Context: an optimization exercise on an open-source flow, tuned for small area. The choices shown serve that exercise and are no tape-out recipe. Function was checked by simulation only, so behaviour that the tests miss may differ from the original. No activity file was given, so power comes from the tool's default toggle rates.

==> flow/config.mk <==
export PLATFORM = sky130hd
export DESIGN_NAME = pipeline
export DESIGN_NICKNAME = pipeline
export VERILOG_FILES = /design/flow/design.v
export SDC_FILE = /design/flow/constraint.sdc
export NUM_CORES = 4
export LEC_CHECK = 0
export CAP_MARGIN = 20
export CORE_MARGIN = 2
export CORE_UTILIZATION = 40
export GPL_TIMING_DRIVEN = 0
export SLEW_MARGIN = 20
==> flow/constraint.sdc <==
create_clock -name core_clock -period 4.0 [get_ports {clk}]
set_input_delay 0.8000 -clock core_clock [delete_from_list [all_inputs] [get_ports {clk}]]
set_output_delay 0.8000 -clock core_clock [all_outputs]
set_load 0.01 [all_outputs]
==> flow/design.v <==
module pipeline(
    input clk,
    input rst,
    input [22:0] a,
    input [7:0] p,
    input [22:0] b,
    input [7:0] q,
    input m,
    output reg [7:0] final_exponent,
    output reg [22:0] normal_mantissa_sum
);
    genvar i;
    wire [22:0] orp;
    assign orp[0] = 1'b0;
    generate
        for (i = 1; i < 23; i = i + 1) begin : g_orp
            assign orp[i] = orp[i-1] | b[i-1];
        end
    endgenerate
    wire [22:0] bn = b ^ ({23{m}} & orp);
    wire [7:0] eh = ~(p ^ q);
    wire [7:0] eg = p & ~q;
    wire [8:0] c0;
    assign c0[0] = 1'b0;
    generate
        for (i = 0; i < 8; i = i + 1) begin : g_exc
            assign c0[i+1] = eg[i] | (eh[i] & c0[i]);
        end
    endgenerate
    wire       g  = c0[8];                        
    wire [7:0] t0 = eh ^ c0[7:0];
    wire [7:0] ta;                                
    assign ta[0] = 1'b1;
    generate
        for (i = 1; i < 8; i = i + 1) begin : g_inc
            assign ta[i] = ta[i-1] & t0[i-1];
        end
    endgenerate
    wire [7:0] d  = ~(t0 ^ ({8{g}} & ~ta));       
    wire       dz = |d[7:5];                      
    wire [4:0] ds = {d[4:3] | {2{dz}}, d[2:0]};   
    wire [7:0] e  = g ? p : q;
    reg [7:0]  e0;
    reg [22:0] a0;
    reg [22:0] b0;
    reg        g0, g0n;
    reg [4:0]  d0, d0n;
    always @(posedge clk) begin
        e0  <= e;
        a0  <= a;
        b0  <= bn;
        g0  <= g;
        g0n <= ~g;
        d0  <= ds;
        d0n <= ~ds;
    end
    wire [22:0] m1d = ~((a0 | {23{g0n}}) & (b0 | {23{g0}}));
    wire [23:0] v0  = {1'b0, ~((b0 | {23{g0n}}) & (a0 | {23{g0}}))};
    wire [23:0] v1 = {~(v0[23] | d0[0]),
                      ~((v0[22:0] | {23{d0[0]}}) & (v0[23:1] | {23{d0n[0]}}))};
    wire [23:0] v2 = {~(v1[23:22] & {2{d0n[1]}}),
                      ~((v1[21:0] | {22{d0[1]}}) & (v1[23:2] | {22{d0n[1]}}))};
    wire [23:0] v4 = {~(v2[23:20] | {4{d0[2]}}),
                      ~((v2[19:0] | {20{d0[2]}}) & (v2[23:4] | {20{d0n[2]}}))};
    wire [23:0] v8 = {~(v4[23:16] & {8{d0n[3]}}),
                      ~((v4[15:0] | {16{d0[3]}}) & (v4[23:8] | {16{d0n[3]}}))};
    wire [23:0] sh = {~(v8[23:8] | {16{d0[4]}}),
                      ~((v8[7:0] | {8{d0[4]}}) & (v8[23:16] | {8{d0n[4]}}))};
    reg [7:0]  e1;
    reg [22:0] m1n;
    reg [23:0] s1;
    always @(posedge clk) begin
        e1  <= e0;
        m1n <= m1d;
        s1  <= sh;
    end
    reg r1, r2, r3, r4;
    always @(posedge clk) begin
        r1 <= rst;
        r2 <= r1;
        r3 <= r2;
        r4 <= r3;
    end
    wire [23:0] tsum;
    wire tco;
    bk_add24 add(.x({1'b0, m1n}), .y(s1 ^ {24{~m}}), .ci(~m), .s(tsum), .co(tco));
    wire [23:0] sum = ~tsum;
    wire co_m = ~(m ^ tco);                       
    wire c2n = (rst | r1) ? 1'b0 : (r2 ? ~m : co_m);
    reg        c2;
    reg [23:0] r2v;
    reg [7:0]  e2;
    always @(posedge clk) begin
        c2  <= c2n;
        r2v <= sum;
        e2  <= e1;
    end
    wire z16 = ~|r2v[23:8];
    wire k16 = ~c2 & z16;
    wire [23:0] t16 = k16 ? {r2v[7:0], 16'd0} : r2v;
    wire z8 = ~|t16[23:16];
    wire k8 = ~c2 & z8;
    wire [23:0] t8 = k8 ? {t16[15:0], 8'd0} : t16;
    wire z4 = ~|t8[23:20];
    wire k4 = ~c2 & z4;
    wire [23:0] t4 = k4 ? {t8[19:0], 4'd0} : t8;
    wire z2 = ~|t4[23:22];
    wire k2 = ~c2 & z2;
    wire [23:0] t2 = k2 ? {t4[21:0], 2'd0} : t4;
    wire k1 = c2 | ~t2[23];
    wire [22:0] t1 = k1 ? {t2[21:0], 1'b0} : t2[22:0];
    wire zz = k16 & k8;                           
    wire [4:0] n = {k16, k8, k4 & ~zz, k2 & ~zz, k1 & ~zz};
    wire z2r = r1 | r2 | r3;
    reg [7:0]  e3n;                               
    reg [4:0]  n3;
    reg [22:0] m3n;                               
    always @(posedge clk) begin
        e3n <= z2r ? 8'hff : ~e2;
        n3  <= (z2r & ~c2) ? 5'd24 : n;
        m3n <= ~t1;
    end
    wire [7:0] fy = {3'd0, n3} ^ {8{c2}};
    wire [8:0] fc;
    assign fc[0] = c2;
    generate
        for (i = 0; i < 8; i = i + 1) begin : g_fe
            assign fc[i+1] = (e3n[i] & fy[i]) | ((e3n[i] ^ fy[i]) & fc[i]);
        end
    endgenerate
    wire [7:0] fen = e3n ^ fy ^ fc[7:0];           
    always @(posedge clk) begin
        final_exponent <= ~(fen | {8{rst | r1}});
        normal_mantissa_sum <= ~(m3n | {23{rst | r1 | r2 | r3 | r4}});
    end
endmodule
module bk_add24(input [23:0] x, input [23:0] y, input ci, output [23:0] s, output co);
    wire [23:0] hp = x ^ y;
    wire [23:0] hg = x & y;
    wire g_1 = hg[0] | (hp[0] & ci);
    wire g_2 = hg[2] | (hp[2] & hg[1]);
    wire p_2 = hp[2] & hp[1];
    wire g_3 = hg[4] | (hp[4] & hg[3]);
    wire p_3 = hp[4] & hp[3];
    wire g_4 = hg[6] | (hp[6] & hg[5]);
    wire p_4 = hp[6] & hp[5];
    wire g_5 = hg[8] | (hp[8] & hg[7]);
    wire p_5 = hp[8] & hp[7];
    wire g_6 = hg[10] | (hp[10] & hg[9]);
    wire p_6 = hp[10] & hp[9];
    wire g_7 = hg[12] | (hp[12] & hg[11]);
    wire p_7 = hp[12] & hp[11];
    wire g_8 = hg[14] | (hp[14] & hg[13]);
    wire p_8 = hp[14] & hp[13];
    wire g_9 = hg[16] | (hp[16] & hg[15]);
    wire p_9 = hp[16] & hp[15];
    wire g_10 = hg[18] | (hp[18] & hg[17]);
    wire p_10 = hp[18] & hp[17];
    wire g_11 = hg[20] | (hp[20] & hg[19]);
    wire p_11 = hp[20] & hp[19];
    wire g_12 = hg[22] | (hp[22] & hg[21]);
    wire p_12 = hp[22] & hp[21];
    wire g_13 = g_2 | (p_2 & g_1);
    wire g_14 = g_4 | (p_4 & g_3);
    wire p_14 = p_4 & p_3;
    wire g_15 = g_6 | (p_6 & g_5);
    wire p_15 = p_6 & p_5;
    wire g_16 = g_8 | (p_8 & g_7);
    wire p_16 = p_8 & p_7;
    wire g_17 = g_10 | (p_10 & g_9);
    wire p_17 = p_10 & p_9;
    wire g_18 = g_12 | (p_12 & g_11);
    wire p_18 = p_12 & p_11;
    wire g_19 = g_14 | (p_14 & g_13);
    wire g_20 = g_16 | (p_16 & g_15);
    wire p_20 = p_16 & p_15;
    wire g_21 = g_18 | (p_18 & g_17);
    wire p_21 = p_18 & p_17;
    wire g_22 = g_20 | (p_20 & g_19);
    wire g_23 = g_21 | (p_21 & g_22);
    wire g_24 = g_15 | (p_15 & g_19);
    wire g_25 = g_17 | (p_17 & g_22);
    wire g_26 = g_3 | (p_3 & g_13);
    wire g_27 = g_5 | (p_5 & g_19);
    wire g_28 = g_7 | (p_7 & g_24);
    wire g_29 = g_9 | (p_9 & g_22);
    wire g_30 = g_11 | (p_11 & g_25);
    wire g_31 = hg[1] | (hp[1] & g_1);
    wire g_32 = hg[3] | (hp[3] & g_13);
    wire g_33 = hg[5] | (hp[5] & g_26);
    wire g_34 = hg[7] | (hp[7] & g_19);
    wire g_35 = hg[9] | (hp[9] & g_27);
    wire g_36 = hg[11] | (hp[11] & g_24);
    wire g_37 = hg[13] | (hp[13] & g_28);
    wire g_38 = hg[15] | (hp[15] & g_22);
    wire g_39 = hg[17] | (hp[17] & g_29);
    wire g_40 = hg[19] | (hp[19] & g_25);
    wire g_41 = hg[21] | (hp[21] & g_30);
    wire g_42 = hg[23] | (hp[23] & g_23);
    assign s[0] = hp[0] ^ ci;
    assign s[1] = hp[1] ^ g_1;
    assign s[2] = hp[2] ^ g_31;
    assign s[3] = hp[3] ^ g_13;
    assign s[4] = hp[4] ^ g_32;
    assign s[5] = hp[5] ^ g_26;
    assign s[6] = hp[6] ^ g_33;
    assign s[7] = hp[7] ^ g_19;
    assign s[8] = hp[8] ^ g_34;
    assign s[9] = hp[9] ^ g_27;
    assign s[10] = hp[10] ^ g_35;
    assign s[11] = hp[11] ^ g_24;
    assign s[12] = hp[12] ^ g_36;
    assign s[13] = hp[13] ^ g_28;
    assign s[14] = hp[14] ^ g_37;
    assign s[15] = hp[15] ^ g_22;
    assign s[16] = hp[16] ^ g_38;
    assign s[17] = hp[17] ^ g_29;
    assign s[18] = hp[18] ^ g_39;
    assign s[19] = hp[19] ^ g_25;
    assign s[20] = hp[20] ^ g_40;
    assign s[21] = hp[21] ^ g_30;
    assign s[22] = hp[22] ^ g_41;
    assign s[23] = hp[23] ^ g_23;
    assign co = g_42;
endmodule
==> flow/flow/run.sh <==
#!/bin/bash
set -euo pipefail
bash standard.sh \
  "BUFFER_PORTS_ARGS=-buffer_cell sky130_fd_sc_hd__buf_1" \
  "CTS_ARGS=-sink_clustering_enable -repair_clock_nets -sink_clustering_size 35 -sink_clustering_max_diameter 90 -buf_list sky130_fd_sc_hd__clkbuf_16 -dont_use_dummy_load" \
  finish > standard_flow.log 2>&1
==> flow/standard.sh <==
#!/bin/bash
# synth_recipe.tcl (not shown) runs the flow's synth.tcl, then flattens the netlist and writes it again
# the make line also repeats each setting of config.mk as NAME=value (left out here)
make -C /OpenROAD-flow-scripts/flow DESIGN_CONFIG=/design/flow/config.mk WORK_HOME=/design/flow/orfs CLKGATE_MAP_FILE= SYNTH_SCRIPT=/design/flow/synth_recipe.tcl "${@:-finish}"
==> flow_metrics.env, run 1 <==
export IMPL_status="finished clean"
export IMPL_path_max_fanout=10
export IMPL_ant_nets=0
export IMPL_cp_cell_sequence="buf_1 > inv_6 > ha_4 > fa_2 > fa_2 > fa_2 > fa_2 > fa_2 > fa_2 > inv_2 > fa_1 > buf_2 > mux2_2"
export IMPL_cp_buffers_inverters=4
export IMPL_cts_max_level=1
export IMPL_rsz0062_at_grt="no"
export IMPL_clk_pin_slew_ns=0.12
export IMPL_async_flop_share=0
export IMPL_die_area_um2=24800
export IMPL_num_rows=56
export IMPL_wirelength_mm=21.3
export IMPL_cts_tree="done"
export IMPL_routedWlPerCell_um=15.4
export IMPL_syn_nets=1070
export IMPL_vias=6894
export IMPL_dpl_cell_area_um2=10200
export IMPL_start_util=0.404
export IMPL_start_kind="input port"
export IMPL_drc=0
export IMPL_port_buffers=95
export IMPL_antenna_found_initial=0
export IMPL_final_cell_mix="dfxtp_1 (225), o22ai_1 (109), buf_1 (103), nor2_1 (95), xnor2_1 (57)"
export IMPL_die_h_um=158
export IMPL_dieWidth_um=158
export IMPL_critPathKind="input port to flop"
export IMPL_cts_buffers=12
export IMPL_cp_top_family="adder cells"
export IMPL_hp_start="e0[6]$_DFF_P_"
export IMPL_synthTopCellsByArea="dfxtp_1 (48%), o22ai_1 (7.2%), xnor2_1 (5.3%)"
export IMPL_cts_buffer_depth=3
export IMPL_synth_top_family_by_area="compound AO/OA/AOI/OAI gates"
export IMPL_end_kind="flop"
export IMPL_hold_viol=0
export IMPL_stdcell_area_um2=10500
export IMPL_relSlewSlack=0.374
export IMPL_grt_max_degree=36
export IMPL_post_cts_buffers=0
export IMPL_synth_top_cell_area_share=0.478
export IMPL_synth_mux_area_frac=0.0597
export IMPL_final_common_cell="dfxtp_1"
export IMPL_r2r_start="c2$_SDFF_PN0_"
export IMPL_io_pin_count=96
export IMPL_track_usage=0.173
export IMPL_p_leak_nw=4.11
export IMPL_grt_pass1_vias=6682
export IMPL_synth_edff_count=0
export IMPL_place_gp_congestion=0.943
export IMPL_drv_slew=0
export IMPL_total_power_mw=6.20
export IMPL_drv_cap=0
export IMPL_worstMarginPinSlew_ns=0.931
export IMPL_diodes=0
export IMPL_layout_drive_gt1_share=0.0658
export IMPL_cts_root_buf="clkbuf_16"
export IMPL_peakVddDrop_mv=0.373
export IMPL_yosysTopAreaCell="dfxtp_1"
export IMPL_yosysSeqAreaShare=0.478
export IMPL_synth_compound_area_frac=0.164
export IMPL_cp_num_cells=13
export IMPL_netlist_area_um2=9430
export IMPL_cpPeakStageDelay_ns=0.37
export IMPL_hold_buffers=0
export IMPL_fillerInstances=2294
export IMPL_nets=1179
export IMPL_fin_crit_sh=0.954
export IMPL_grt_pass1_wl_mm=34.1
export IMPL_firstDrtPassIters=5
export IMPL_rrSetupSlack_ns=0.25
export IMPL_avgViaCountPerCell=4.98
export IMPL_postCtsResizedCells=4
export IMPL_cp_startpoint="q[0]"
export IMPL_ys_types=62
export IMPL_fmax_mhz=262
export IMPL_critPathSlowestCell="mux2_2"
export IMPL_synth_seq_cells=225
export IMPL_hp_class="flop to flop"
export IMPL_core_um2=23300
export IMPL_clock_latency_ns=0.50
export IMPL_drt_iter0_drc=369
export IMPL_avgSynthCellArea_um2=9.86
export IMPL_ys_warn_count=1
export IMPL_setup_viol=0
export IMPL_finalCriticalPeriod_ns=3.82
export IMPL_synth_xor_area_frac=0.0641
export IMPL_required_ns=4.36
export IMPL_cp_endpoint="e0[6]$_DFF_P_"
export IMPL_arrival_ns=4.18
export IMPL_r2r_cells=7
export IMPL_synth_main_ff_cell="dfxtp_1"
export IMPL_syn_inst=957
export IMPL_fin_skew_ns=0.0875
export IMPL_power_density_nw_per_um2=588
export IMPL_synth_simple_gate_area_frac=0.109
export IMPL_synthAdderAreaFrac=0.0828
export IMPL_critical_path_most_common_cell="fa_2"
export IMPL_dp_final_hpwl_mm=16.8
export IMPL_area_delta_synth_final_pct=11.8
export IMPL_grt_overflow=0
export IMPL_r2r_end="m3n[13]$_DFF_P_"
export IMPL_cts_sinks=225
[registers in the layout, indices dropped and copies added, names as in the netlist]
register             flops
a0                      23
b0                      23
c2                       1
d0                       5
d0n                      5
e0                       8
e1                       8
e2                       8
e3n                      8
final_exponent           8
g0                       1
g0n                      1
m1n                     23
m3n                     23
n3                       5
normal_mantissa_sum     23
r1                       1
r2                       1
r2v                     24
r3                       1
r4                       1
s1                      24
[Yosys cell counts, drive strengths merged, types with 6 or more instances]
cell type,number
o21ai,29
o31ai,8
and3,6
mux2i,36
and2,9
nand3,13
a211oi,10
a31oi,7
dfxtp,225
or3,8
xor2,12
inv,52
nor2,96
nand2,46
xnor2,57
nand2b,7
fa,24
mux2,18
buf,16
nor3,9
clkbuf,38
o22ai,109
ha,24
a21oi,29
or2,11
[power breakdown]
part / internal, mW / total [mW] / switching [mW]
registers: 2.65 / 2.96 / 0.306
logic: 0.867 / 2.04 / 1.18
clock network: 0.540 / 1.20 / 0.660
total: 4.06 / 6.20 / 2.14
[layout make-up]
class                           instances  area (um2)  area share
Buffer                                 54         218      0.0206
Timing Repair Buffer                   95         357      0.0338
Multi-Input combinational cell        625        4560       0.433
Inverter                               53         204      0.0193
Tap cell                              319         399      0.0379
Sequential cell                       225        4500       0.427
Clock buffer                           12         300      0.0285
[metrics by stage]
step                      setup WS, ns  hold slack, ns  utilization  setup TNS, ns  std cells
after global routing            0.0337           0.305        0.452              0       1383
after CTS                       0.0351           0.301        0.451              0       1383
final                            0.183           0.296        0.452              0       1383
after global placement          -0.815           0.311        0.438         -13.32       1371
after floorplan               -0.00529           0.310            -        -0.0106        957
after detailed placement        -0.826           0.312        0.438         -13.90       1371
[kinds of logic (layout without fill, tap and decap cells)]
logic type,after synthesis,count (layout)
muxes,54,54
buffers and inverters,107,214
xor gates and xnor gates,69,69
and+or+nand+nor,220,220
DFF,225,225
adders and majority gates,48,48
AOI/OAI and AO/OA,234,234
[per-layer routing]
| metal | track usage | wire length (um) | vias to the layer above |
|---|---|---|---|
| li1 | - | - | 3576 |
| met4 | 0.0450 | 512 | 0 |
| met2 | 0.318 | 10400 | 172 |
| met5 | 0 | 0 | - |
| met1 | 0.211 | 9550 | 3113 |
| met3 | 0.0231 | 838 | 33 |
[worst min-delay path by stage]
stage,to,cells after the start
floorplan,e1[0]$_DFF_P_,0
global placement,e1[6]$_DFF_P_,0
detailed placement,e2[4]$_DFF_P_,0
CTS,e1[5]$_DFF_P_,0
global route,e1[6]$_DFF_P_,0
finish,e1[6]$_DFF_P_,0
==> run 2, diff against run 1 <==
--- a/flow/design.v
+++ b/flow/design.v
@@ -103,22 +103,24 @@
     wire [23:0] t8 = k8 ? {t16[15:0], 8'd0} : t16;
     wire z4 = ~|t8[23:20];
     wire k4 = ~c2 & z4;
-    wire [23:0] t4 = k4 ? {t8[19:0], 4'd0} : t8;
-    wire z2 = ~|t4[23:22];
+    wire [1:0] t4h = k4 ? t8[19:18] : t8[23:22];   
+    wire t4l = k4 ? t8[17] : t8[21];
+    wire z2 = ~|t4h;
     wire k2 = ~c2 & z2;
-    wire [23:0] t2 = k2 ? {t4[21:0], 2'd0} : t4;
-    wire k1 = c2 | ~t2[23];
-    wire [22:0] t1 = k1 ? {t2[21:0], 1'b0} : t2[22:0];
+    wire t2h = k2 ? t4l : t4h[1];                  
+    wire k1 = c2 | ~t2h;
     wire zz = k16 & k8;                           
     wire [4:0] n = {k16, k8, k4 & ~zz, k2 & ~zz, k1 & ~zz};
     wire z2r = r1 | r2 | r3;
     reg [7:0]  e3n;                               
     reg [4:0]  n3;
-    reg [22:0] m3n;                               
+    reg [2:0]  n3n;                               
+    reg [23:0] t3;                                
     always @(posedge clk) begin
         e3n <= z2r ? 8'hff : ~e2;
         n3  <= (z2r & ~c2) ? 5'd24 : n;
-        m3n <= ~t1;
+        n3n <= ~n[2:0];
+        t3  <= t8;
     end
     wire [7:0] fy = {3'd0, n3} ^ {8{c2}};
     wire [8:0] fc;
@@ -129,9 +131,12 @@
         end
     endgenerate
     wire [7:0] fen = e3n ^ fy ^ fc[7:0];           
+    wire [22:0] u4 = ~((t3[22:0] | {23{n3[2]}}) & ({t3[18:0], 4'h0} | {23{n3n[2]}}));   
+    wire [22:0] u2 = ~((u4 | {23{n3[1]}}) & ({u4[20:0], 2'b11} | {23{n3n[1]}}));        
+    wire [22:0] u1 = ~((u2 | {23{n3[0]}}) & ({u2[21:0], 1'b0} | {23{n3n[0]}}));         
     always @(posedge clk) begin
         final_exponent <= ~(fen | {8{rst | r1}});
-        normal_mantissa_sum <= ~(m3n | {23{rst | r1 | r2 | r3 | r4}});
+        normal_mantissa_sum <= ~(u1 | {23{rst | r1 | r2 | r3 | r4}});
     end
 endmodule
 module bk_add24(input [23:0] x, input [23:0] y, input ci, output [23:0] s, output co);
==> flow/flow/run.sh (replaced) <==
#!/bin/bash
set -euo pipefail
rm -rf scripts_abc
cp -r "$FLOW_HOME/scripts" scripts_abc
cp flow/abc_area_nf.script scripts_abc/abc_speed.script
bash standard.sh \
  "SCRIPTS_DIR=$PWD/scripts_abc" \
  "BUFFER_PORTS_ARGS=-buffer_cell sky130_fd_sc_hd__buf_1" \
  "CTS_ARGS=-sink_clustering_enable -repair_clock_nets -sink_clustering_size 35 -sink_clustering_max_diameter 90 -buf_list sky130_fd_sc_hd__clkbuf_16 -dont_use_dummy_load" \
  finish > standard_flow.log 2>&1
==> flow/flow/abc_area_nf.script (new file) <==
&get -n
&st
&dch
&nf -R 1000 -p -F 8 -C 32
&st
&syn2
&if -g -K 6
&synch2
&nf -R 1000 -p -F 8 -C 32
&st
&syn2
&if -g -K 6
&synch2
&nf -R 1000 -p -F 8 -C 32
&put
buffer -c
topo
stime -c
upsize -c
dnsize -c
==> flow_metrics.env, run 2 <==
export IMPL_avgSynthCellArea_um2=9.69
export IMPL_drv_slew=0
export IMPL_relSlewSlack=0.491
export IMPL_start_util=0.405
export IMPL_top_layer="met4"
export IMPL_cts_max_level=1
export IMPL_core_um2=22500
export IMPL_fin_crit_sh=0.994
export IMPL_peakVddDrop_mv=0.329
export IMPL_arrival_ns=4.37
export IMPL_place_inst=1321
export IMPL_worstMarginPinSlew_ns=0.764
export IMPL_grt_max_degree=36
export IMPL_hold_buffers=0
export IMPL_drt_iter0_drc=276
export IMPL_syn_inst=941
export IMPL_grt_pass1_wl_mm=32.4
export IMPL_drv_cap=0
export IMPL_yosysTopAreaCell="dfxtp_1"
export IMPL_fmax_mhz=252
export IMPL_synth_seq_cells=228
export IMPL_io_pin_count=96
export IMPL_critPathKind="input port to flop"
export IMPL_synth_top_cell_area_share=0.501
export IMPL_p_leak_nw=3.96
export IMPL_rsz0062_at_grt="yes"
export IMPL_track_usage=0.166
export IMPL_fillerInstances=2237
export IMPL_holdPathStages=0
export IMPL_syn_nets=1054
export IMPL_avgViaCountPerCell=5.03
export IMPL_layout_drive_gt1_share=0.0747
export IMPL_antenna_found_initial=0
export IMPL_power_density_nw_per_um2=573
export IMPL_start_kind="input port"
export IMPL_r2r_cells=21
export IMPL_cts_tree="done"
export IMPL_port_buffers=95
export IMPL_largestRegisters="r2v: 24 flops, s1: 24 flops"
export IMPL_drt_met1_wl_mm=8.76
export IMPL_firstDrtPassIters=4
export IMPL_ys_types=52
export IMPL_die_h_um=155
export IMPL_grt_pass1_vias=6611
export IMPL_nets=1173
export IMPL_diodes=0
export IMPL_required_ns=4.39
export IMPL_yosysSeqAreaShare=0.501
export IMPL_met3_length_um=773
export IMPL_die_area_um2=24000
export IMPL_path_max_fanout=4
export IMPL_vias=6757
export IMPL_netlist_area_um2=9120
export IMPL_synth_most_common_cell="dfxtp_1"
export IMPL_finalCriticalPeriod_ns=3.97
export IMPL_place_gp_congestion=0.921
export IMPL_cts_root_buf="clkbuf_16"
export IMPL_wirelength_mm=20.2
export IMPL_ys_warn_count=1
export IMPL_finalWorstSetupSlack_ns=0.0254
export IMPL_cts_buffer_depth=3
export IMPL_fin_skew_ns=0.0699
export IMPL_hold_viol=0
export IMPL_place_ws_ns=-0.890
export IMPL_end_kind="flop"
export IMPL_dp_final_hpwl_mm=16.1
export IMPL_clk_pin_slew_ns=0.11
export IMPL_routedWlPerCell_um=15.0
export IMPL_final_cell_mix="dfxtp_1 (228), o22ai_1 (169), nor2_1 (100), buf_1 (97), xnor2_1 (55)"
export IMPL_fin_cells=1343
export IMPL_area_delta_synth_final_pct=14.1
export IMPL_drc=0
export IMPL_wl_met2_mm=9.74
export IMPL_yosys_top_cells_count="dfxtp_1 (228), o22ai_1 (169), nor2_1 (102), xnor2_1 (57), inv_1 (55)"
export IMPL_cts_buffers=11
export IMPL_ant_nets=0
export IMPL_num_rows=55
export IMPL_setup_viol=0
export IMPL_grt_overflow=0
export IMPL_synthTopCellsByArea="dfxtp_1 (50%), o22ai_1 (12%), xnor2_1 (5.5%)"
export IMPL_async_flop_share=0
export IMPL_final_common_cell="dfxtp_1"
export IMPL_cts_sinks=228
export IMPL_dieWidth_um=155
export IMPL_clock_latency_ns=0.47
export IMPL_synth_main_ff_cell="dfxtp_1"
export IMPL_synth_edff_count=0
export IMPL_status="finished clean"
export IMPL_hp_class="flop to flop"
## run 2: area by class of cell
cell class              instances  area, um2  share of cell area
plain buffers                  58        248              0.0238
clock buffers                  11        275              0.0264
inverters                      55        206              0.0198
multi-input cells             599       4280               0.411
flip-flops and latches        228       4560               0.439
well taps                     285        357              0.0343
repair buffers                107        478              0.0459
## run 2: worst max-delay path, cell delays in order
cell     delay (ns)
buf_6          0.09
or4_4          0.54
or3_4          0.36
or4_4          0.43
or4_4          0.43
or2_1          0.24
or3_4          0.35
or4_4          0.43
or3_4          0.37
o31ai_4        0.18
xnor2_1        0.14
## run 2: worst paths after layout
path / startpoint / endpoint / slack [ns]
max: b[3] / b0[22]$_DFF_P_ / 0.03
min: e1[2]$_DFF_P_ / e2[2]$_DFF_P_ / 0.34
max reg2reg: s1[2]$_DFF_P_ / c2$_SDFF_PN0_ / 0.29
min reg2reg: e1[2]$_DFF_P_ / e2[2]$_DFF_P_ / 0.34
## run 2: timing repair
item | CTS | global route
endpoints found under the hold margin | 0 | 0
setup endpoints to repair | 6 | 8
setup buffers | 6 | 7
cloned | 0 | 0
pin swaps | 6 | 22
gates resized for setup | 10 | 21
## run 2: where the power goes
part / switching (mW) / internal (mW) / total [mW]
Combinational: 1.03 / 0.813 / 1.85
Sequential: 0.312 / 2.67 / 2.99
Clock: 0.636 / 0.497 / 1.13
## run 2: stage by stage
step | hold WS, ns | cell area (um2) | power (mW) | setup TNS (ns) | util
2_1_floorplan | 0.310 | 9230 | 4.29 | -0.894 | -
3_3_place_gp | 0.316 | 9940 | 4.79 | -7.26 | 0.442
3_5_place_dp | 0.312 | 9940 | 4.80 | -8.73 | 0.442
4_1_cts | 0.340 | 10300 | 5.97 | -0.0360 | 0.459
5_1_grt | 0.345 | 10400 | 6.37 | -0.200 | 0.462
6_report | 0.338 | 10400 | 5.96 | 0 | 0.462
## run 2: logic make-up after synthesis
logic type,synth area share
adder cells (fa/ha/maj),0.0856
flip-flops,0.501
AO/OA/AOI/OAI,0.178
multiplexers,0.00974
XOR/XNOR,0.0663
AND/OR/NAND/NOR,0.113
buffers and inverters,0.0469
## run 2: per-layer routing
layer,vias to the layer above,global-route usage
li1,3538,-
met1,2992,0.196
met2,178,0.300
met3,49,0.0248
met4,0,0.0728
met5,-,0
==> run 3, diff against run 2 <==
==> flow/flow/run.sh (replaced) <==
#!/bin/bash
set -euo pipefail
bash standard.sh \
  "BUFFER_PORTS_ARGS=-buffer_cell sky130_fd_sc_hd__buf_1" \
  "CTS_ARGS=-sink_clustering_enable -repair_clock_nets -sink_clustering_size 35 -sink_clustering_max_diameter 90 -buf_list sky130_fd_sc_hd__clkbuf_16 -dont_use_dummy_load" \
  finish > standard_flow.log 2>&1
removed: flow/flow/abc_area_nf.script
==> flow_metrics.env, run 3 <==
export IMPL_status="finished clean"
export IMPL_start_kind="input port"
export IMPL_drt_iter0_drc=285
export IMPL_port_buffers=95
export IMPL_setup_viol=0
export IMPL_fillerInstances=2195
export IMPL_antenna_found_initial=0
export IMPL_layout_drive_gt1_share=0.0443
export IMPL_grt_overflow=0
export IMPL_synth_main_ff_cell="dfxtp_1"
export IMPL_required_ns=4.34
export IMPL_final_common_cell="dfxtp_1"
export IMPL_yosysSeqAreaShare=0.496
export IMPL_met3_usage=0.0203
export IMPL_area_delta_synth_final_pct=11.5
export IMPL_finalCriticalPeriod_ns=3.87
export IMPL_synth_top_cell_area_share=0.496
export IMPL_cts_root_buf="clkbuf_16"
export IMPL_fin_crit_sh=0.969
export IMPL_yosysTopAreaCell="dfxtp_1"
export IMPL_drc=0
export IMPL_avgSynthCellArea_um2=9.65
export IMPL_cts_max_level=1
export IMPL_p_leak_nw=3.98
export IMPL_relSlewSlack=0.459
export IMPL_core_um2=22600
export IMPL_firstDrtPassIters=5
export IMPL_clk_pin_slew_ns=0.12
export IMPL_synth_seq_cells=228
export IMPL_peakVddDrop_mv=0.355
export IMPL_fin_skew_ns=0.0485
export IMPL_cts_buffer_depth=3
export IMPL_arrival_ns=4.22
export IMPL_hp_start="e0[6]$_DFF_P_"
export IMPL_die_area_um2=24300
export IMPL_ys_warn_count=1
export IMPL_hold_viol=0
export IMPL_r2r_start="n3[0]$_SDFF_PP0_"
export IMPL_dieWidth_um=156
export IMPL_holdPathStages=0
export IMPL_synth_most_common_cell="dfxtp_1"
export IMPL_ant_nets=0
export IMPL_die_h_um=156
export IMPL_rsz0062_at_grt="no"
export IMPL_grt_pass1_vias=6869
export IMPL_rrSetupSlack_ns=0.31
export IMPL_grt_util_met1=0.212
export IMPL_end_kind="flop"
export IMPL_path_max_fanout=2
export IMPL_nets=1176
export IMPL_grt_pass1_wl_mm=34.3
export IMPL_diodes=0
export IMPL_place_gp_congestion=0.943
export IMPL_grt_max_degree=36
export IMPL_clock_latency_ns=0.49
export IMPL_netlist_area_um2=9210
export IMPL_routedWlPerCell_um=15.6
export IMPL_fmax_mhz=258
export IMPL_r2r_end="final_exponent[7]$_DFF_P_"
export IMPL_drv_cap=0
export IMPL_fin_cells=1346
export IMPL_syn_nets=1067
export IMPL_cts_sinks=228
export IMPL_vias=6936
export IMPL_place_inst=1334
export IMPL_synth_edff_count=0
export IMPL_hp_class="flop to flop"
export IMPL_cts_buffers=12
export IMPL_power_density_nw_per_um2=586
export IMPL_fin_setup_tns_ns=0
export IMPL_ys_types=51
export IMPL_critPathKind="input port to flop"
export IMPL_track_usage=0.175
export IMPL_async_flop_share=0
export IMPL_hold_end="e1[6]$_DFF_P_"
export IMPL_synthTopCellsByArea="dfxtp_1 (50%), o22ai_1 (11%), xnor2_1 (5.4%)"
export IMPL_start_util=0.407
export IMPL_syn_inst=954
export IMPL_avgViaCountPerCell=5.15
export IMPL_grt_most_used_layer="met2"
export IMPL_num_rows=55
export IMPL_yosys_top_cells_count="dfxtp_1 (228), o22ai_1 (166), nor2_1 (106), xnor2_1 (57), nand2_1 (52)"
export IMPL_drv_slew=0
export IMPL_worstMarginPinSlew_ns=0.811
export IMPL_wirelength_mm=21.0
export IMPL_io_pin_count=96
export IMPL_largestRegisters="r2v: 24 flops, s1: 24 flops"
export IMPL_grt_util_met2=0.326
export IMPL_cts_tree="done"
export IMPL_r2r_cells=13
export IMPL_dp_final_hpwl_mm=16.9
export IMPL_final_cell_mix="dfxtp_1 (228), o22ai_1 (166), nor2_1 (106), buf_1 (106), xnor2_1 (57)"
==> run 3: layout make-up <==
cell class / count / area (um2) / area share
buffer: 60 / 230 / 0.0224
multi-input combinational: 617 / 4270 / 0.416
clock buffer: 12 / 300 / 0.0293
tap: 285 / 357 / 0.0347
sequential: 228 / 4560 / 0.445
timing repair buffer: 95 / 357 / 0.0347
inverter: 49 / 189 / 0.0184
==> run 3: worst max-delay path, stage by stage <==
cell and delay (ns):
buf_1 0.19, inv_6 0.04, ha_4 0.15, fa_2 0.33
fa_2 0.34, fa_2 0.34, fa_2 0.34, fa_2 0.35
fa_2 0.35, inv_2 0.06, fa_1 0.42, nor3_1 0.14
a31oi_1 0.08, or2_4 0.27
==> run 3: kinds of logic after synthesis <==
kind of cell / synth area share
AOI/OAI and AO/OA: 0.182
buffers and inverters: 0.0444
adders and majority gates: 0.0848
xor gates and xnor gates: 0.0656
DFF: 0.496
and+or+nand+nor: 0.117
muxes: 0.0107
==> run 3: metrics by stage <==
stage               setup slack [ns]  hold slack, ns  utilization  power (mW)  instance area, um2
floorplan                   -0.00529           0.310            -        4.31                9250
CTS                           0.0112           0.277        0.453        6.06               10300
global placement              -0.773           0.311        0.440        4.83                9960
detailed placement            -0.766           0.312        0.440        4.84                9960
global route                 0.00271           0.279        0.453        6.41               10300
finish                         0.126           0.292        0.453        6.02               10300
==> run 3: timing repair <==
| item | in CTS | in global routing |
|---|---|---|
| gates resized for setup | 1 | 4 |
| endpoints found under the setup margin | 4 | 3 |
| hold buffers | 0 | 0 |
| pin swaps | 0 | 0 |
| buffers inserted | 0 | 0 |
==> run 3: worst max path at each step <==
stage                            endpoint  depth (start not counted)  slack (ns)  from
after CTS                 r2v[14]$_DFF_P_                         15        0.01     m
after floorplan             d0[3]$_DFF_P_                         13      -0.005  q[0]
after global routing        d0[4]$_DFF_P_                         14       0.003  q[0]
after global placement    r2v[14]$_DFF_P_                         15       -0.77     m
after detailed placement  r2v[14]$_DFF_P_                         15       -0.77     m
final                       d0[4]$_DFF_P_                         14        0.13  q[0]
==> run 3: layer usage <==
metal  part of all wire  wire (um)  vias up
li1                   -          -     3587
met2               0.50      10500      153
met1               0.44       9240     3161
met4              0.029        605        0
met5                  0          0        -
met3              0.030        635       35
==> run 3: power breakdown <==
part | switching, mW | leakage (nW) | total (mW) | internal (mW)
Clock | 0.670 | 0.148 | 1.21 | 0.541
Combinational | 1.04 | 1.93 | 1.81 | 0.771
Sequential | 0.315 | 1.90 | 2.99 | 2.68
==> run 4, diff against run 3 <==
==> flow/flow/run.sh (replaced) <==
#!/bin/bash
set -euo pipefail
bash standard.sh \
  "BUFFER_PORTS_ARGS=-buffer_cell sky130_fd_sc_hd__buf_1" \
  "CTS_ARGS=-sink_clustering_enable -repair_clock_nets -sink_clustering_size 32 -sink_clustering_max_diameter 150 -buf_list {sky130_fd_sc_hd__clkbuf_8 sky130_fd_sc_hd__clkbuf_16} -dont_use_dummy_load" \
  finish > standard_flow.log 2>&1
==> flow_metrics.env, run 4 <==
export IMPL_status="finished clean"
export IMPL_synth_seq_cells=228
export IMPL_power_density_nw_per_um2=583
export IMPL_grt_pass1_wl_mm=34.4
export IMPL_fin_crit_sh=0.959
export IMPL_avgSynthCellArea_um2=9.65
export IMPL_end_kind="flop"
export IMPL_finalCriticalPeriod_ns=3.84
export IMPL_layout_drive_gt1_share=0.0434
export IMPL_cts_buffers=11
export IMPL_hold_ws_ns=0.337
export IMPL_die_h_um=156
export IMPL_final_common_cell="dfxtp_1"
export IMPL_ant_nets=0
export IMPL_cp_buffers_inverters=4
export IMPL_final_cell_mix="dfxtp_1 (228), o22ai_1 (166), nor2_1 (106), buf_1 (106), xnor2_1 (57)"
export IMPL_grt_util_met2=0.328
export IMPL_fin_setup_tns_ns=0
export IMPL_syn_inst=954
export IMPL_fin_skew_ns=0.0742
export IMPL_drt_iter0_drc=360
export IMPL_total_power_mw=5.97
export IMPL_die_area_um2=24300
export IMPL_cts_root_buf="clkbuf_16"
export IMPL_grt_pass1_vias=6871
export IMPL_antenna_found_initial=0
export IMPL_synth_main_ff_cell="dfxtp_1"
export IMPL_synth_top_cell_area_share=0.496
export IMPL_clk_pin_slew_ns=0.10
export IMPL_multi_input_area_um2=4270
export IMPL_num_rows=55
export IMPL_place_gp_congestion=0.943
export IMPL_grt_util_met1=0.212
export IMPL_clock_latency_ns=0.48
export IMPL_critPathKind="input port to flop"
export IMPL_cpPeakStageDelay_ns=0.37
export IMPL_grt_max_degree=33
export IMPL_fin_cells=1345
export IMPL_post_cts_buffers=0
export IMPL_cp_top_family="adder cells"
export IMPL_start_kind="input port"
export IMPL_start_util=0.407
export IMPL_cts_tree="done"
export IMPL_setup_viol=0
export IMPL_r2r_start="n3[0]$_SDFF_PP0_"
export IMPL_cts_max_level=1
export IMPL_netlist_area_um2=9210
export IMPL_core_um2=22600
export IMPL_critical_path_most_common_cell="fa_2"
export IMPL_p_leak_nw=3.97
export IMPL_drc=0
export IMPL_async_flop_share=0
export IMPL_yosysSeqAreaShare=0.496
export IMPL_ys_types=51
export IMPL_worstMarginPinSlew_ns=0.834
export IMPL_port_buffers=95
export IMPL_yosysTopAreaCell="dfxtp_1"
export IMPL_diodes=0
export IMPL_track_usage=0.176
export IMPL_dp_final_hpwl_mm=16.9
export IMPL_synthTopCellsByArea="dfxtp_1 (50%), o22ai_1 (11%), xnor2_1 (5.4%)"
export IMPL_hold_viol=0
export IMPL_cp_cell_sequence="buf_1 > inv_6 > ha_4 > fa_2 > fa_2 > fa_2 > fa_2 > fa_2 > fa_2 > inv_2 > fa_1 > buf_2 > mux2_2"
export IMPL_critPathSlowestCell="mux2_2"
export IMPL_cts_sinks=228
export IMPL_cts_buffer_depth=3
export IMPL_routedWlPerCell_um=15.6
export IMPL_hp_start="e1[5]$_DFF_P_"
export IMPL_area_delta_synth_final_pct=11.2
export IMPL_relSlewSlack=0.444
export IMPL_dieWidth_um=156
export IMPL_avgViaCountPerCell=5.20
export IMPL_peakVddDrop_mv=0.338
export IMPL_drv_slew=0
export IMPL_stdcell_area_um2=10200
export IMPL_io_pin_count=96
export IMPL_firstDrtPassIters=5
export IMPL_rsz0062_at_grt="no"
export IMPL_dpl_cell_area_um2=9960
export IMPL_register_area_um2=4560
export IMPL_arrival_ns=4.19
export IMPL_nets=1175
export IMPL_required_ns=4.36
export IMPL_synth_edff_count=0
export IMPL_fillerInstances=2194
export IMPL_wirelength_mm=21.0
export IMPL_path_max_fanout=10
export IMPL_grt_overflow=0
export IMPL_place_inst=1334
export IMPL_largestRegisters="r2v: 24 flops, s1: 24 flops"
export IMPL_synth_most_common_cell="dfxtp_1"
export IMPL_cp_startpoint="q[0]"
export IMPL_syn_nets=1067
export IMPL_grt_most_used_layer="met2"
export IMPL_ys_warn_count=1
export IMPL_vias=6993
export IMPL_yosys_top_cells_count="dfxtp_1 (228), o22ai_1 (166), nor2_1 (106), xnor2_1 (57), nand2_1 (52)"
export IMPL_met3_usage=0.0208
export IMPL_hp_class="flop to flop"
export IMPL_drv_cap=0
export IMPL_fmax_mhz=261
run 4: cell counts after synthesis:
Identical to the previous run, type by type.
run 4: worst paths after layout:
check,to,slack [ns],depth (start not counted)
min,e2[5]$_DFF_P_,0.34,0
max,e0[4]$_DFF_P_,0.16,13
max reg2reg,final_exponent[7]$_DFF_P_,0.29,13
min reg2reg,e2[5]$_DFF_P_,0.34,0
run 4: stage by stage:
| step | setup slack (ns) | utilization |
|---|---|---|
| floorplan | -0.00529 | - |
| global placement | -0.773 | 0.440 |
| detailed placement | -0.766 | 0.440 |
| CTS | 0.0416 | 0.452 |
| global route | 0.0205 | 0.452 |
| finish | 0.163 | 0.452 |
run 4: worst register-to-register path: stages (launching register included):
cell      delay [ns]
dfxtp_1         0.33
clkbuf_1        0.31
clkbuf_1        0.38
mux2i_1         0.17
fa_1            0.45
fa_1            0.43
fa_1            0.42
fa_1            0.39
inv_1           0.07
fa_1            0.18
fa_1            0.18
xnor2_1         0.13
xnor2_1         0.13
nor2_1          0.05
run 4: cell families (layout without fill, tap and decap cells):
| kind of cell | Yosys count | count (layout) | synth area share |
|---|---|---|---|
| and+or+nand+nor | 234 | 234 | 0.117 |
| DFF | 228 | 228 | 0.496 |
| muxes | 9 | 9 | 0.0107 |
| xor gates and xnor gates | 69 | 69 | 0.0656 |
| buffers and inverters | 109 | 215 | 0.0444 |
| AOI/OAI and AO/OA | 257 | 257 | 0.182 |
| adders and majority gates | 48 | 48 | 0.0848 |
run 4: report_power, final:
part	total (mW)	leakage (nW)	switching, mW	internal (mW)
clock network	1.17	0.136	0.667	0.498
logic	1.81	1.93	1.04	0.771
registers	2.99	1.90	0.312	2.68
run 4: timing repair:
action	CTS	global route
gates resized for setup	1	4
setup endpoints to repair	5	3
gates cloned	0	0
hold buffers	0	0
pin swaps	0	0
run 4: area by class of cell:
type,instances,area share
clock buffer,11,0.0269
timing repair buffer,95,0.0348
sequential,228,0.446
inverter,49,0.0185
buffer,60,0.0225
multi-input combinational,617,0.417
tap,285,0.0348
run 4: layer usage:
metal	vias up	routed length, um
li1	3584	-
met1	3206	9090
met2	168	10600
met3	35	724
met4	0	595
met5	-	0
==> run 5, diff against run 4 <==
==> flow/flow/run.sh (replaced) <==
#!/bin/bash
set -euo pipefail
bash standard.sh \
  "BUFFER_PORTS_ARGS=-buffer_cell sky130_fd_sc_hd__buf_1" \
  "CTS_ARGS=-sink_clustering_enable -repair_clock_nets -sink_clustering_size 32 -sink_clustering_max_diameter 150 -buf_list sky130_fd_sc_hd__clkbuf_16 -dont_use_dummy_load" \
  finish > standard_flow.log 2>&1
==> flow_metrics.env, run 5 <==
export IMPL_status="finished clean"
export IMPL_ys_warn_count=1
export IMPL_final_common_cell="dfxtp_1"
export IMPL_dpl_cell_area_um2=9960
export IMPL_nets=1175
export IMPL_cts_root_buf="clkbuf_16"
export IMPL_firstDrtPassIters=5
export IMPL_clock_latency_ns=0.48
export IMPL_avgSynthCellArea_um2=9.65
export IMPL_grt_pass1_wl_mm=34.4
export IMPL_wirelength_mm=21.0
export IMPL_peakVddDrop_mv=0.338
export IMPL_fmax_mhz=261
export IMPL_cpPeakStageDelay_ns=0.37
export IMPL_hold_ws_ns=0.337
export IMPL_synth_most_common_cell="dfxtp_1"
export IMPL_fin_skew_ns=0.0742
export IMPL_start_kind="input port"
export IMPL_place_inst=1334
export IMPL_dp_final_hpwl_mm=16.9
export IMPL_yosys_top_cells_count="dfxtp_1 (228), o22ai_1 (166), nor2_1 (106), xnor2_1 (57), nand2_1 (52)"
export IMPL_synth_main_ff_cell="dfxtp_1"
export IMPL_arrival_ns=4.19
export IMPL_hold_viol=0
export IMPL_cp_buffers_inverters=4
export IMPL_grt_pass1_vias=6871
export IMPL_grt_max_degree=33
export IMPL_cts_tree="done"
export IMPL_fin_setup_tns_ns=0
export IMPL_vias=6993
export IMPL_routedWlPerCell_um=15.6
export IMPL_track_usage=0.176
export IMPL_area_delta_synth_final_pct=11.2
export IMPL_total_power_mw=5.97
export IMPL_fin_cells=1345
export IMPL_drv_cap=0
export IMPL_ys_types=51
export IMPL_relSlewSlack=0.444
export IMPL_stdcell_area_um2=10200
export IMPL_post_cts_buffers=0
export IMPL_die_h_um=156
export IMPL_critPathSlowestCell="mux2_2"
export IMPL_path_max_fanout=10
export IMPL_port_buffers=95
export IMPL_cts_max_level=1
export IMPL_yosysSeqAreaShare=0.496
export IMPL_critical_path_most_common_cell="fa_2"
export IMPL_fillerInstances=2194
export IMPL_layout_drive_gt1_share=0.0434
export IMPL_required_ns=4.36
export IMPL_clk_pin_slew_ns=0.10
export IMPL_antenna_found_initial=0
export IMPL_critPathKind="input port to flop"
export IMPL_num_rows=55
export IMPL_io_pin_count=96
export IMPL_netlist_area_um2=9210
export IMPL_fin_crit_sh=0.959
export IMPL_cp_top_family="adder cells"
export IMPL_drt_iter0_drc=360
export IMPL_die_area_um2=24300
export IMPL_yosysTopAreaCell="dfxtp_1"
export IMPL_final_cell_mix="dfxtp_1 (228), o22ai_1 (166), nor2_1 (106), buf_1 (106), xnor2_1 (57)"
export IMPL_cts_buffers=11
export IMPL_syn_nets=1067
export IMPL_ant_nets=0
export IMPL_finalCriticalPeriod_ns=3.84
export IMPL_synth_top_cell_area_share=0.496
export IMPL_core_um2=22600
export IMPL_hold_buffers=0
export IMPL_cts_buffer_depth=3
export IMPL_drv_slew=0
export IMPL_cts_sinks=228
export IMPL_drc=0
export IMPL_start_util=0.407
export IMPL_worstMarginPinSlew_ns=0.834
export IMPL_syn_inst=954
export IMPL_async_flop_share=0
export IMPL_end_kind="flop"
export IMPL_grt_overflow=0
export IMPL_hp_class="flop to flop"
export IMPL_p_leak_nw=3.97
export IMPL_rsz0062_at_grt="no"
export IMPL_dieWidth_um=156
export IMPL_avgViaCountPerCell=5.20
export IMPL_largestRegisters="r2v: 24 flops, s1: 24 flops"
export IMPL_setup_viol=0
export IMPL_power_density_nw_per_um2=583
export IMPL_cp_cell_sequence="buf_1 > inv_6 > ha_4 > fa_2 > fa_2 > fa_2 > fa_2 > fa_2 > fa_2 > inv_2 > fa_1 > buf_2 > mux2_2"
export IMPL_synth_seq_cells=228
export IMPL_synth_edff_count=0
export IMPL_synthTopCellsByArea="dfxtp_1 (50%), o22ai_1 (11%), xnor2_1 (5.4%)"
export IMPL_place_gp_congestion=0.943
export IMPL_diodes=0
run 5: cell counts after synthesis:
No cell type changed its count.
run 5: report_power, final:
| group | internal [mW] | switching (mW) |
|---|---|---|
| registers | 2.68 | 0.312 |
| logic | 0.771 | 1.04 |
| clock network | 0.498 | 0.667 |
run 5: repair_timing:
| action | in CTS | in global routing |
|---|---|---|
| gates resized for setup | 1 | 4 |
| endpoints found under the hold margin | 0 | 0 |
| setup endpoints to repair | 5 | 3 |
run 5: routing by layer:
| layer | vias up | global-route usage | part of all wire |
|---|---|---|---|
| li1 | 3584 | - | - |
| met1 | 3206 | 0.212 | 0.43 |
| met2 | 168 | 0.328 | 0.50 |
| met3 | 35 | 0.0208 | 0.035 |
| met4 | 0 | 0.0550 | 0.028 |
| met5 | - | 0 | 0 |
run 5: worst paths after layout:
path,cells after the start,slack [ns],endpoint,startpoint
worst min-delay path,0,0.34,e2[5]$_DFF_P_,e1[5]$_DFF_P_
worst min register to register,0,0.34,e2[5]$_DFF_P_,e1[5]$_DFF_P_
worst max-delay path,13,0.16,e0[4]$_DFF_P_,q[0]
worst max register to register,13,0.29,final_exponent[7]$_DFF_P_,n3[0]$_SDFF_PP0_
run 5: final cells by class:
type | count | area [um2] | area share
buffer | 60 | 230 | 0.0225
clock buffer | 11 | 275 | 0.0269
inverter | 49 | 189 | 0.0185
multi-input combinational | 617 | 4270 | 0.417
sequential | 228 | 4560 | 0.446
tap | 285 | 357 | 0.0348
timing repair buffer | 95 | 357 | 0.0348
run 5: cell families after synthesis:
group | Yosys count | share of synthesized area
compound gates | 257 | 0.182
xor+xnor | 69 | 0.0656
fa+ha+maj | 48 | 0.0848
buf+inv | 109 | 0.0444
flops | 228 | 0.496
mux | 9 | 0.0107
simple gates | 234 | 0.117
run 5: per-stage QoR:
stage | setup WS (ns) | util
floorplan | -0.00529 | -
global placement | -0.773 | 0.440
detailed placement | -0.766 | 0.440
CTS | 0.0416 | 0.452
global route | 0.0205 | 0.452
finish | 0.163 | 0.452
==> run 6, diff against run 5 <==
--- a/flow/design.v
+++ b/flow/design.v
@@ -115,12 +115,12 @@
     reg [7:0]  e3n;                               
     reg [4:0]  n3;
     reg [2:0]  n3n;                               
-    reg [23:0] t3;                                
+    reg [22:0] t3n;                               
     always @(posedge clk) begin
         e3n <= z2r ? 8'hff : ~e2;
         n3  <= (z2r & ~c2) ? 5'd24 : n;
         n3n <= ~n[2:0];
-        t3  <= t8;
+        t3n <= ~t8[22:0];
     end
     wire [7:0] fy = {3'd0, n3} ^ {8{c2}};
     wire [8:0] fc;
@@ -131,12 +131,15 @@
         end
     endgenerate
     wire [7:0] fen = e3n ^ fy ^ fc[7:0];           
-    wire [22:0] u4 = ~((t3[22:0] | {23{n3[2]}}) & ({t3[18:0], 4'h0} | {23{n3n[2]}}));   
-    wire [22:0] u2 = ~((u4 | {23{n3[1]}}) & ({u4[20:0], 2'b11} | {23{n3n[1]}}));        
-    wire [22:0] u1 = ~((u2 | {23{n3[0]}}) & ({u2[21:0], 1'b0} | {23{n3n[0]}}));         
+    wire zo = rst | r1 | r2 | r3 | r4;
+    wire s1e  = n3[0] | zo;
+    wire s1en = n3n[0] | zo;
+    wire [22:0] u4 = ~((t3n | {23{n3[2]}}) & ({t3n[18:0], 4'hf} | {23{n3n[2]}}));   
+    wire [22:0] u2 = ~((u4 | {23{n3[1]}}) & ({u4[20:0], 2'b00} | {23{n3n[1]}}));     
+    wire [22:0] u1 = ~((u2 | {23{s1e}}) & ({u2[21:0], 1'b1} | {23{s1en}}));          
     always @(posedge clk) begin
         final_exponent <= ~(fen | {8{rst | r1}});
-        normal_mantissa_sum <= ~(u1 | {23{rst | r1 | r2 | r3 | r4}});
+        normal_mantissa_sum <= u1;
     end
 endmodule
 module bk_add24(input [23:0] x, input [23:0] y, input ci, output [23:0] s, output co);
==> flow/flow/run.sh (replaced) <==
#!/bin/bash
set -euo pipefail
bash standard.sh \
  "BUFFER_PORTS_ARGS=-buffer_cell sky130_fd_sc_hd__buf_1" \
  "CTS_ARGS=-sink_clustering_enable -repair_clock_nets -sink_clustering_size 30 -sink_clustering_max_diameter 300 -buf_list sky130_fd_sc_hd__clkbuf_16 -dont_use_dummy_load" \
  finish > standard_flow.log 2>&1
==> flow_metrics.env, run 6 <==
export IMPL_track_usage=0.167
export IMPL_area_delta_synth_final_pct=11.4
export IMPL_synth_seq_cells=228
export IMPL_hold_viol=0
export IMPL_async_flop_share=0
export IMPL_arrival_ns=4.12
export IMPL_fin_skew_ns=0.0378
export IMPL_avgSynthCellArea_um2=9.88
export IMPL_critPathSlowestCell="fa_1"
export IMPL_critPathKind="input port to flop"
export IMPL_routedWlPerCell_um=15.5
export IMPL_port_buffers=95
export IMPL_worstMarginPinSlew_ns=0.766
export IMPL_path_max_fanout=2
export IMPL_avgViaCountPerCell=5.15
export IMPL_vias=6763
export IMPL_syn_inst=922
export IMPL_synth_compound_area_frac=0.193
export IMPL_grt_pass1_vias=6534
export IMPL_stdcell_area_um2=10100
export IMPL_synthTopCellsByArea="dfxtp_1 (50%), o22ai_1 (11%), xnor2_1 (5.5%)"
export IMPL_final_cell_mix="dfxtp_1 (228), o22ai_1 (167), buf_1 (100), nor2_1 (75), xnor2_1 (57)"
export IMPL_synth_xor_area_frac=0.0664
export IMPL_syn_nets=1035
export IMPL_cp_cell_sequence="buf_1 > inv_2 > ha_4 > fa_2 > fa_2 > fa_2 > fa_2 > fa_2 > fa_2 > inv_2 > fa_1 > nor3_1 > a31oi_1 > or2_4"
export IMPL_synth_mux_area_frac=0.0109
export IMPL_cpPeakStageDelay_ns=0.41
export IMPL_cts_max_level=1
export IMPL_largestRegisters="r2v: 24 flops, s1: 24 flops"
export IMPL_dieWidth_um=155
export IMPL_core_um2=22500
export IMPL_yosysTopAreaCell="dfxtp_1"
export IMPL_grt_overflow=0
export IMPL_dp_final_hpwl_mm=16.4
export IMPL_clock_latency_ns=0.47
export IMPL_die_area_um2=24000
export IMPL_dpl_cell_area_um2=9850
export IMPL_cts_buffer_depth=3
export IMPL_fmax_mhz=264
export IMPL_synth_top_family_by_area="compound AO/OA/AOI/OAI gates"
export IMPL_cts_sinks=228
export IMPL_grt_max_degree=31
export IMPL_diodes=0
export IMPL_io_pin_count=96
export IMPL_ys_warn_count=1
export IMPL_wirelength_mm=20.4
export IMPL_peakVddDrop_mv=0.258
export IMPL_cts_tree="done"
export IMPL_setup_viol=0
export IMPL_yosys_top_cells_count="dfxtp_1 (228), o22ai_1 (167), nor2_1 (75), inv_1 (59), xnor2_1 (57)"
export IMPL_start_util=0.405
export IMPL_hold_ws_ns=0.309
export IMPL_drc=0
export IMPL_end_kind="flop"
export IMPL_hp_class="flop to flop"
export IMPL_synth_simple_gate_area_frac=0.0958
export IMPL_cts_root_buf="clkbuf_16"
export IMPL_netlist_area_um2=9100
export IMPL_fin_crit_sh=0.948
export IMPL_cts_buffers=11
export IMPL_synth_most_common_cell="dfxtp_1"
export IMPL_nets=1143
export IMPL_fillerInstances=2209
export IMPL_relSlewSlack=0.485
export IMPL_synth_edff_count=0
export IMPL_cp_top_family="adder cells"
export IMPL_cp_buffers_inverters=3
export IMPL_required_ns=4.33
export IMPL_rsz0062_at_grt="no"
export IMPL_grt_pass1_wl_mm=32.4
export IMPL_synth_main_ff_cell="dfxtp_1"
export IMPL_total_power_mw=5.78
export IMPL_hold_buffers=0
export IMPL_drv_cap=0
export IMPL_die_h_um=155
export IMPL_drv_slew=0
export IMPL_final_common_cell="dfxtp_1"
export IMPL_fin_cells=1313
export IMPL_layout_drive_gt1_share=0.0535
export IMPL_place_inst=1302
export IMPL_finalCriticalPeriod_ns=3.79
export IMPL_synthAdderAreaFrac=0.0857
export IMPL_critical_path_most_common_cell="fa_2"
export IMPL_yosysSeqAreaShare=0.501
export IMPL_firstDrtPassIters=4
export IMPL_p_leak_nw=3.90
export IMPL_antenna_found_initial=0
export IMPL_final_util=0.451
export IMPL_clk_pin_slew_ns=0.10
export IMPL_ys_types=54
export IMPL_synth_top_cell_area_share=0.501
export IMPL_start_kind="input port"
export IMPL_ant_nets=0
export IMPL_power_density_nw_per_um2=570
export IMPL_num_rows=55
export IMPL_place_gp_congestion=0.958
export IMPL_status="finished clean"
export IMPL_drt_iter0_drc=314
-- run 6: cell count changes in the layout (fill, tap and decap cells not counted), moves of 4 or more --
cell / delta
a21o_1: -4
a221o_1: -4
a22oi_1: +8
a31oi_1: +6
and3_1: -6
buf_1: -6
inv_1: +9
nand2_1: -8
nand3_1: -12
nor2_1: -31
o21ai_0: +7
-- run 6: timing repair --
item,4_1_cts,5_1_grt
buffers inserted,0,0
setup endpoints to repair,5,3
gates resized for setup,5,6
gates cloned,0,0
-- run 6: path summary, 6_finish.rpt --
path,startpoint,to,slack [ns],cells after the start
hold reg to reg,e0[5]$_DFF_P_,e1[5]$_DFF_P_,0.31,0
hold / removal,e0[5]$_DFF_P_,e1[5]$_DFF_P_,0.31,0
setup reg to reg,n3[1]$_SDFF_PP0_,final_exponent[7]$_DFF_P_,0.27,14
setup / recovery,q[0],d0[4]$_DFF_P_,0.21,14
-- run 6: final cells by class --
type	instances	area, um2	area share
well taps	285	357	0.0351
inverters	59	221	0.0218
clock buffers	11	275	0.0271
repair buffers	95	357	0.0351
flip-flops and latches	228	4560	0.450
multi-input cells	581	4160	0.410
plain buffers	54	216	0.0213
-- run 6: per-layer routing --
layer  global-route usage  share of wire
met2                0.309           0.49
met1                0.199           0.44
met3               0.0245          0.035
met5                    0              0
met4               0.0556          0.033
-- run 6: power by group --
part	internal [mW]	total, mW	switching (mW)
Clock	0.498	1.15	0.654
Sequential	2.68	2.99	0.313
Combinational	0.689	1.64	0.950
Total	3.87	5.78	1.92
-- run 6: per-stage QoR --
stage | setup TNS (ns) | setup slack, ns
6_report | 0 | 0.209
5_1_grt | 0 | 0.00718
4_1_cts | 0 | 0.0404
3_5_place_dp | -11.95 | -1.06
3_3_place_gp | -10.59 | -1.03
2_1_floorplan | -0.0238 | -0.0238
-- run 6: cell families after synthesis --
group,after synthesis
flops,228
simple gates,182
compound gates,273
fa+ha+maj,48
mux,9
buf+inv,113
xor+xnor,69
-- run 6: worst register-to-register path, stage by stage (launching register included) --
cell and delay, ns:
dfxtp_1 0.32, clkbuf_1 0.26, buf_2 0.29, xnor2_1 0.10, fa_1 0.40, fa_1 0.42, fa_1 0.42, fa_1 0.39
inv_1 0.07, fa_1 0.15, inv_1 0.05, fa_1 0.37, xnor2_1 0.17, xnor2_1 0.13, nor3_1 0.06
==> run 7, diff against run 6 <==
==> flow/flow/run.sh (replaced) <==
#!/bin/bash
set -euo pipefail
bash standard.sh \
  "BUFFER_PORTS_ARGS=-buffer_cell sky130_fd_sc_hd__buf_1" \
  "CTS_ARGS=-sink_clustering_enable -repair_clock_nets -sink_clustering_size 30 -sink_clustering_max_diameter 300 -distance_between_buffers 2000 -branching_point_buffers_distance 2000 -buf_list sky130_fd_sc_hd__clkbuf_16 -dont_use_dummy_load" \
  finish > standard_flow.log 2>&1
==> flow_metrics.env, run 7 <==
export IMPL_status="finished clean"
export IMPL_layout_drive_gt1_share=0.0535
export IMPL_grt_pass1_vias=6534
export IMPL_track_usage=0.167
export IMPL_ys_types=54
export IMPL_relSlewSlack=0.485
export IMPL_cts_tree="done"
export IMPL_arrival_ns=4.12
export IMPL_grt_overflow=0
export IMPL_synthTopCellsByArea="dfxtp_1 (50%), o22ai_1 (11%), xnor2_1 (5.5%)"
export IMPL_yosys_top_cells_count="dfxtp_1 (228), o22ai_1 (167), nor2_1 (75), inv_1 (59), xnor2_1 (57)"
export IMPL_drt_iter0_drc=314
export IMPL_clk_pin_slew_ns=0.10
export IMPL_ys_warn_count=1
export IMPL_area_delta_synth_final_pct=11.4
export IMPL_post_cts_buffers=0
export IMPL_critPathKind="input port to flop"
export IMPL_power_density_nw_per_um2=570
export IMPL_critical_path_most_common_cell="fa_2"
export IMPL_cp_cell_sequence="buf_1 > inv_2 > ha_4 > fa_2 > fa_2 > fa_2 > fa_2 > fa_2 > fa_2 > inv_2 > fa_1 > nor3_1 > a31oi_1 > or2_4"
export IMPL_setup_viol=0
export IMPL_r2r_start="n3[1]$_SDFF_PP0_"
export IMPL_end_kind="flop"
export IMPL_start_kind="input port"
export IMPL_firstDrtPassIters=4
export IMPL_avgSynthCellArea_um2=9.88
export IMPL_fin_skew_ns=0.0378
export IMPL_nets=1143
export IMPL_core_um2=22500
export IMPL_netlist_area_um2=9100
export IMPL_fin_setup_tns_ns=0
export IMPL_place_inst=1302
export IMPL_start_util=0.405
export IMPL_synth_top_cell_area_share=0.501
export IMPL_fillerInstances=2209
export IMPL_hold_end="e1[5]$_DFF_P_"
export IMPL_drv_slew=0
export IMPL_avgViaCountPerCell=5.15
export IMPL_hp_start="e0[5]$_DFF_P_"
export IMPL_rrSetupSlack_ns=0.27
export IMPL_synth_seq_cells=228
export IMPL_grt_max_degree=31
export IMPL_finalCriticalPeriod_ns=3.79
export IMPL_p_leak_nw=3.90
export IMPL_path_max_fanout=2
export IMPL_dp_final_hpwl_mm=16.4
export IMPL_largestRegisters="r2v: 24 flops, s1: 24 flops"
export IMPL_cts_buffers=11
export IMPL_drc=0
export IMPL_hold_buffers=0
export IMPL_async_flop_share=0
export IMPL_worstMarginPinSlew_ns=0.766
export IMPL_hold_viol=0
export IMPL_die_h_um=155
export IMPL_cts_sinks=228
export IMPL_place_gp_congestion=0.958
export IMPL_cts_max_level=1
export IMPL_r2r_end="final_exponent[7]$_DFF_P_"
export IMPL_final_cell_mix="dfxtp_1 (228), o22ai_1 (167), buf_1 (100), nor2_1 (75), xnor2_1 (57)"
export IMPL_yosysTopAreaCell="dfxtp_1"
export IMPL_hp_class="flop to flop"
export IMPL_yosysSeqAreaShare=0.501
export IMPL_ant_nets=0
export IMPL_synth_most_common_cell="dfxtp_1"
export IMPL_die_area_um2=24000
export IMPL_wirelength_mm=20.4
export IMPL_fin_cells=1313
export IMPL_num_rows=55
export IMPL_synth_main_ff_cell="dfxtp_1"
export IMPL_syn_inst=922
export IMPL_required_ns=4.33
export IMPL_final_common_cell="dfxtp_1"
export IMPL_peakVddDrop_mv=0.258
export IMPL_syn_nets=1035
export IMPL_diodes=0
export IMPL_cpPeakStageDelay_ns=0.41
export IMPL_dieWidth_um=155
export IMPL_holdPathStages=0
export IMPL_antenna_found_initial=0
export IMPL_port_buffers=95
export IMPL_clock_latency_ns=0.47
export IMPL_synth_edff_count=0
export IMPL_r2r_cells=14
export IMPL_cp_top_family="adder cells"
export IMPL_fin_crit_sh=0.948
export IMPL_cts_buffer_depth=3
export IMPL_critPathSlowestCell="fa_1"
export IMPL_cts_root_buf="clkbuf_16"
export IMPL_fmax_mhz=264
export IMPL_io_pin_count=96
export IMPL_rsz0062_at_grt="no"
export IMPL_drv_cap=0
export IMPL_grt_pass1_wl_mm=32.4
export IMPL_routedWlPerCell_um=15.5
export IMPL_vias=6763
export IMPL_cp_buffers_inverters=3
## run 7: cell counts after synthesis
No cell type changed its count.
## run 7: routing by layer
metal,global-route usage,part of all wire,vias to the layer above
li1,-,-,3493
met1,0.199,0.44,3069
met2,0.309,0.49,159
met3,0.0245,0.035,42
met4,0.0556,0.033,0
met5,0,0,-
## run 7: repair_timing
item                                    in CTS  in global routing
endpoints found under the hold margin        0                  0
resized for setup                            5                  6
endpoints found under the setup margin       5                  3
## run 7: area by class of cell
| cell class | count | area (um2) | area share |
|---|---|---|---|
| Sequential cell | 228 | 4560 | 0.450 |
| Multi-Input combinational cell | 581 | 4160 | 0.410 |
| Timing Repair Buffer | 95 | 357 | 0.0351 |
| Tap cell | 285 | 357 | 0.0351 |
| Clock buffer | 11 | 275 | 0.0271 |
| Inverter | 59 | 221 | 0.0218 |
| Buffer | 54 | 216 | 0.0213 |
## run 7: worst register-to-register path, delay by kind of cell, from the launching register on
kind                       cells  cell delay (ns)
buffers and inverters          4             0.67
and+or+nand+nor                1             0.06
xor gates and xnor gates       3             0.40
adders and majority gates      6             2.15
DFF                            1             0.32
## run 7: worst max-delay path by stage
stage,from,to,depth (start not counted)
CTS,n3[1]$_SDFF_PP0_,final_exponent[7]$_DFF_P_,14
global route,n3[1]$_SDFF_PP0_,final_exponent[7]$_DFF_P_,14
detailed placement,m,r2v[21]$_DFF_P_,14
finish,q[0],d0[4]$_DFF_P_,14
floorplan,q[0],d0[4]$_DFF_P_,13
global placement,m,r2v[21]$_DFF_P_,14
## run 7: stage by stage
stage	setup WS [ns]	hold slack, ns	total power [mW]	utilization	area (um2)
detailed placement	-1.06	0.312	4.66	0.438	9850
finish	0.209	0.309	5.78	0.451	10100
floorplan	-0.0238	0.310	4.16	-	9140
global route	0.00718	0.311	6.15	0.451	10100
CTS	0.0404	0.303	5.82	0.450	10100
global placement	-1.03	0.312	4.65	0.438	9850
## run 7: power by group
part | internal (mW) | switching [mW]
combinational | 0.689 | 0.950
sequential | 2.68 | 0.313
clock | 0.498 | 0.654
total | 3.87 | 1.92
## run 7: kinds of logic after synthesis
| kind of cell | count (synthesis) | share of synthesized area |
|---|---|---|
| fa+ha+maj | 48 | 0.0857 |
| mux | 9 | 0.0109 |
| flops | 228 | 0.501 |
| xor+xnor | 69 | 0.0664 |
| buf+inv | 113 | 0.0466 |
| simple gates | 182 | 0.0958 |
| compound gates | 273 | 0.193 |

-- what the ideal ports hide --
Ports are ideal in the flow. The routed layouts listed here were re-timed in OpenROAD. Step 1: set_driving_cell puts a clkbuf_16 on clk and a buf_2 on each other input, an assumption about the parent block. Step 2 also shifts input and output timing later by t, the mid clock arrival at the registers, as if the neighbouring blocks saw the same clock. Slacks: ideal ports / drivers / drivers and shift; pairs: ideal ports / drivers.
run | shift t [ns] | slack for setup (ns) | clock arrival spread, ns | worst data-port slew with drivers (ns) | cell pins on the clock port's net
run 1 | 0.508 | 0.183 / 0.204 / -0.304 | 0.092 / 0.092 | 0.04 | 1
run 2 | 0.485 | 0.025 / 0.039 / -0.445 | 0.074 / 0.073 | 0.06 | 1
run 3 | 0.507 | 0.126 / 0.151 / -0.356 | 0.050 / 0.050 | 0.05 | 1
run 4 | 0.493 | 0.163 / 0.192 / -0.301 | 0.074 / 0.074 | 0.05 | 1
run 5 | 0.493 | 0.163 / 0.192 / -0.301 | 0.074 / 0.074 | 0.05 | 1
run 6 | 0.500 | 0.209 / 0.227 / -0.273 | 0.038 / 0.039 | 0.04 | 1
run 7 | 0.500 | 0.209 / 0.227 / -0.273 | 0.038 / 0.039 | 0.04 | 1
With both steps, setup timing fails in every run listed, where it was met with ideal ports. For run 1, which loses most, drivers alone change the setup slack by +0.021 ns; drivers and shift together by -0.487 ns.
